Context: an optimization exercise on an open-source flow, tuned for small area. The choices shown serve that exercise and are no tape-out recipe. In this exercise RTL edits were held to simulation tests only and were not proved equivalent to the original. The clock input has no modelled driver; a real chip could not lean on it and would need a root buffer or a full tree. Power is estimated from default activity; no workload was simulated.

## willow
==> flow/design.v <==
`timescale 1ns/1ps
module mtm_Alu (
    input  wire clk,    
    input  wire rst_n,  
    input  wire sin,    
    output wire sout    
);
localparam [1:0] RX = 2'd0, CP = 2'd1, TX = 2'd2, TE = 2'd3;
reg  [1:0]  ph;
reg  [3:0]  bc;
reg  [3:0]  fc;
reg  [64:0] q;       
reg         p;       
reg         ls, rs;  
reg         sd;      
reg         dly;     
reg         t;       
reg  [3:0]  crc;     
reg         op2, op0;
reg         cf;      
wire rx = (ph == RX);
wire cp = (ph == CP);
wire tx = (ph == TX);
wire te = (ph == TE);
wire pay   = !bc[3];                 
wire b7    = (bc == 4'd7);
wire b8    = (bc == 4'd8);
wire full  = !fc[3] && fc[2] && fc[1];  
wire rend  = ph[1] && b7 && (ph[0] || fc[2]);    
wire a   = q[0] ^ p;
wire b   = q[32] ^ p;
wire c   = op2 ? (a ^ b ^ cf) : (op0 ? (a | b) : (a & b));
wire cfn = op2 & (((a ^ op0) & b) | (((a ^ op0) | b) & cf));
wire step = cp && rs && !dly;    
reg  tbit;
always @* begin
    if (te)
        case ({t && full, dly})
            2'b11:   tbit = 8'b11001001 >> bc[2:0];    
            2'b10:   tbit = 8'b10100101 >> bc[2:0];    
            default: tbit = 8'b10010011 >> bc[2:0];    
        endcase
    else if (fc[2])
        tbit = (bc[2:0] == 3'd0) ? 1'b0 : (bc[2:0] == 3'd4) ? (q[63] ^ p) :
               bc[2] ? crc[2] : cf;    
    else
        tbit = q[31] ^ p;
end
wire cd  = ph[1] ? tbit : (sin | (t && bc == 4'd0));    
wire cfb = cd ^ (ph[1] ? crc[2] : crc[3]);
wire crc_ok = (crc[2:0] == 3'd0) && !cfb;
wire push = rx && !t && (pay || (b8 && dly));
wire txsh = tx && pay && !fc[2];
wire up_n = ls && !push && !txsh;
reg  [1:0] ph_n;
reg  [3:0] bc_n, fc_n;
always @* begin
    ph_n = ph;
    fc_n = fc;
    if (rx && b8)
        bc_n = sin ? bc : 4'd15;
    else if (cp && !step)
        bc_n = bc;
    else
        bc_n = bc + 4'd1;
    if (b7 && (tx || step || (rx && !t)))    
        fc_n = fc + 4'd1;
    if (rx && b7 && (t || full)) begin
        if (t && full && !dly && crc_ok) begin
            ph_n = CP;
        end else begin
            ph_n = TE;
        end
    end
    if (step && b7 && fc[0])
        ph_n = TX;
    if (rend) begin
        ph_n = RX;
        fc_n = 4'd14;
    end
    if (!rst_n) begin
        ph_n = RX;
        bc_n = 4'd8;
        fc_n = 4'd14;
    end
end
wire cp_n   = cp && !(step && b7 && fc[0]);
wire push_n = rx && !t && ((!bc[3] && !b7) || (b7 && dly));
wire txsh_n = tx && !fc[2] && ((!bc[3] && !b7) || (bc == 4'd15));
wire ls_n   = push_n || txsh_n || (!cp_n && !up_n);
wire lo  = (dly ? sd : sin) ^ p;
wire hi  = 1'b0;
wire mid = step ? (c ^ p) : q[32];
integer i;
always @(posedge clk) begin
    p   <= !p;
    ls  <= ls_n;
    rs  <= !ls_n;
    ph  <= ph_n;
    bc  <= bc_n;
    fc  <= fc_n;
    q[0]  <= !((lo | rs) & (q[1] | ls));
    for (i = 1; i < 64; i = i + 1)
        if (i != 31) q[i] <= !((q[i-1] | rs) & (q[i+1] | ls));
    q[31] <= !((q[30] | rs) & (mid | ls));
    q[64] <= !((q[63] | rs) & (hi | ls));
    if (!cp && pay) crc <= {crc[2:0], 1'b0} ^ {2'b00, cfb, cfb};
    if (rend) crc <= 4'd0;
    if (rx) sd <= sin;
    if (rx) begin
        if (bc == 4'd15) t <= sin;
        if (b8) dly <= 1'b0;
        if (!t && bc == 4'd0) dly <= rs;    
        if (t && bc == 4'd2) dly <= sin;
        if (bc == 4'd1) op2 <= sin;    
        if (bc == 4'd3) op0 <= sin;
        cf <= 1'b0;
    end
    if (ph_n == CP) dly <= up_n;
    if (ph[1] && fc[2] && pay && bc[2:0] != 3'd0) begin    
        cf <= sd;
        sd <= t;
    end
    if (step) begin
        cf <= cfn;
        sd <= cf ^ cfn;
        t  <= t & !c;
    end
    if (!rst_n) begin
        p   <= 1'b0;
        ls  <= 1'b1;
        rs  <= 1'b0;
        crc <= 4'd0;
    end
end
assign sout = (rx || cp) || !((bc == 4'd14) || ((bc == 4'd15) && tx && !fc[2]) || (pay && !tbit));
endmodule
clock: 8.0 ns
lec_check: 0
abc_area: 1
cap_margin: 20
core_margin: 2
core_utilization: 40
slew_margin: 20
standard.sh (not shown) runs the stock make flow with config.mk's settings and CLKGATE_MAP_FILE= SYNTH_SCRIPT=/design/flow/synth_recipe.tcl, a recipe that flattens the netlist after the stock synthesis.
==> flow/flow/run.sh <==
#!/bin/bash
# The standard layout (standard.sh, standard synthesis unchanged), with these changes:
#  - the port buffers are buf_1 cells;
#  - after clock tree synthesis, flow/clocktree.tcl replaces its tree by three clkbuf_16
#    buffers fed by the clock port, each driving the clock pins of a third of the
#    flip-flops (cut by position); the rest of the flow (routing, finish) is standard.
# Logs: standard_cts.log and standard.log (make's output), clocktree.log (OpenROAD's),
# and each ORFS step's full log under orfs/logs.
set -euo pipefail
export CTS_ARGS="-sink_clustering_enable -repair_clock_nets -dont_use_dummy_load"
export BUFFER_PORTS_ARGS="-buffer_cell sky130_fd_sc_hd__buf_1"
bash standard.sh cts > standard_cts.log 2>&1
R=orfs/results/${FLOW_PLATFORM}/mtm_Alu/base
LIB=$(ls ${FLOW_HOME}/platforms/${FLOW_PLATFORM}/lib/sky130_fd_sc_hd__tt_025C_1v80.lib) \
PLATFORM_DIR=${FLOW_HOME}/platforms/${FLOW_PLATFORM} \
IN_ODB=$R/4_cts.odb IN_SDC=$R/4_cts.sdc OUT_ODB=$R/4_cts_new.odb \
NBUF=3 BUFCELL=sky130_fd_sc_hd__clkbuf_16 \
  openroad -no_init -exit flow/clocktree.tcl > clocktree.log 2>&1
cp $R/4_cts_new.odb $R/4_1_cts.odb
sleep 1
cp $R/4_cts_new.odb $R/4_cts.odb
rm -f $R/4_cts_new.odb
bash standard.sh > standard.log 2>&1
Other scripts of this flow, unchanged in this note and not shown: flow/flow/clocktree.tcl
The following lists how ember was set up differently from willow:
diff --git a/flow/design.v b/flow/design.v
--- a/flow/design.v
+++ b/flow/design.v
@@ -38,21 +38,20 @@
         case ({t && full, dly})
             2'b11:   tbit = 8'b11001001 >> bc[2:0];    
             2'b10:   tbit = 8'b10100101 >> bc[2:0];    
             default: tbit = 8'b10010011 >> bc[2:0];    
         endcase
-    else if (fc[2])
-        tbit = (bc[2:0] == 3'd0) ? 1'b0 : (bc[2:0] == 3'd4) ? (q[63] ^ p) :
-               bc[2] ? crc[2] : cf;    
+    else if (fc[2] && bc[2] && bc[1:0] != 2'd0)
+        tbit = crc[2];
     else
-        tbit = q[31] ^ p;
+        tbit = q[31] ^ p;    
 end
 wire cd  = ph[1] ? tbit : (sin | (t && bc == 4'd0));    
 wire cfb = cd ^ (ph[1] ? crc[2] : crc[3]);
 wire crc_ok = (crc[2:0] == 3'd0) && !cfb;
 wire push = rx && !t && (pay || (b8 && dly));
-wire txsh = tx && pay && !fc[2];
+wire txsh = tx && pay;
 wire up_n = ls && !push && !txsh;
 reg  [1:0] ph_n;
 reg  [3:0] bc_n, fc_n;
 always @* begin
     ph_n = ph;
@@ -84,13 +83,22 @@
         fc_n = 4'd14;
     end
 end
 wire cp_n   = cp && !(step && b7 && fc[0]);
 wire push_n = rx && !t && ((!bc[3] && !b7) || (b7 && dly));
-wire txsh_n = tx && !fc[2] && ((!bc[3] && !b7) || (bc == 4'd15));
+wire txsh_n = tx && ((!bc[3] && !b7) || (bc == 4'd15));
 wire ls_n   = push_n || txsh_n || (!cp_n && !up_n);
-wire lo  = (dly ? sd : sin) ^ p;
+reg  flagv;
+always @*
+    case (bc[2:0])
+        3'd1:    flagv = cf;
+        3'd2:    flagv = sd;
+        3'd3:    flagv = t;
+        3'd4:    flagv = q[35] ^ p;
+        default: flagv = 1'b0;
+    endcase
+wire lo  = (tx ? flagv : dly ? sd : sin) ^ p;
 wire hi  = 1'b0;
 wire mid = step ? (c ^ p) : q[32];
 integer i;
 always @(posedge clk) begin
     p   <= !p;
@@ -115,14 +123,10 @@
         if (bc == 4'd1) op2 <= sin;    
         if (bc == 4'd3) op0 <= sin;
         cf <= 1'b0;
     end
     if (ph_n == CP) dly <= up_n;
-    if (ph[1] && fc[2] && pay && bc[2:0] != 3'd0) begin    
-        cf <= sd;
-        sd <= t;
-    end
     if (step) begin
         cf <= cfn;
         sd <= cf ^ cfn;
         t  <= t & !c;
     end
## What came out
Die area was lower in the run labelled willow. Relative to willow, adder-cell share of the synthesized area has gone up in ember. ember gives more smallest setup slack after layout than willow did. Transition time of the tightest slew-check pin across willow and ember: no real change. ember vs willow — final cell count dropped slightly. The relative contribution of the clock network to total power on willow is in line with that on ember.
No run of this note takes its clock network from TritonCTS; it comes from the design's own scripts or RTL.

## port drivers added, routing unchanged
No port has a modelled driver above. Below, the same layouts with a new extraction and two added sets of constraints.
Step 1, drivers: a clkbuf_16 drives clk and a buf_2 each remaining input, both assumed.
Step 2 also shifts input and output timing later by t, the mid clock arrival at the registers, as if the neighbouring blocks saw the same clock.
a / b / c = ideal / step 1 / step 2; a / b = the first two.
run	shift t [ns]	setup WS [ns]	worst hold slack (ns)	worst register clock-pin slew, ns	worst slew at a driven data input, ns
willow	0.219	4.524 / 4.469 / 4.688	0.415 / 0.415 / 0.415	0.11 / 0.11	0.03
ember	0.223	4.568 / 4.511 / 4.734	0.419 / 0.419 / 0.419	0.12 / 0.12	0.03
After both steps every run listed still meets setup and hold.
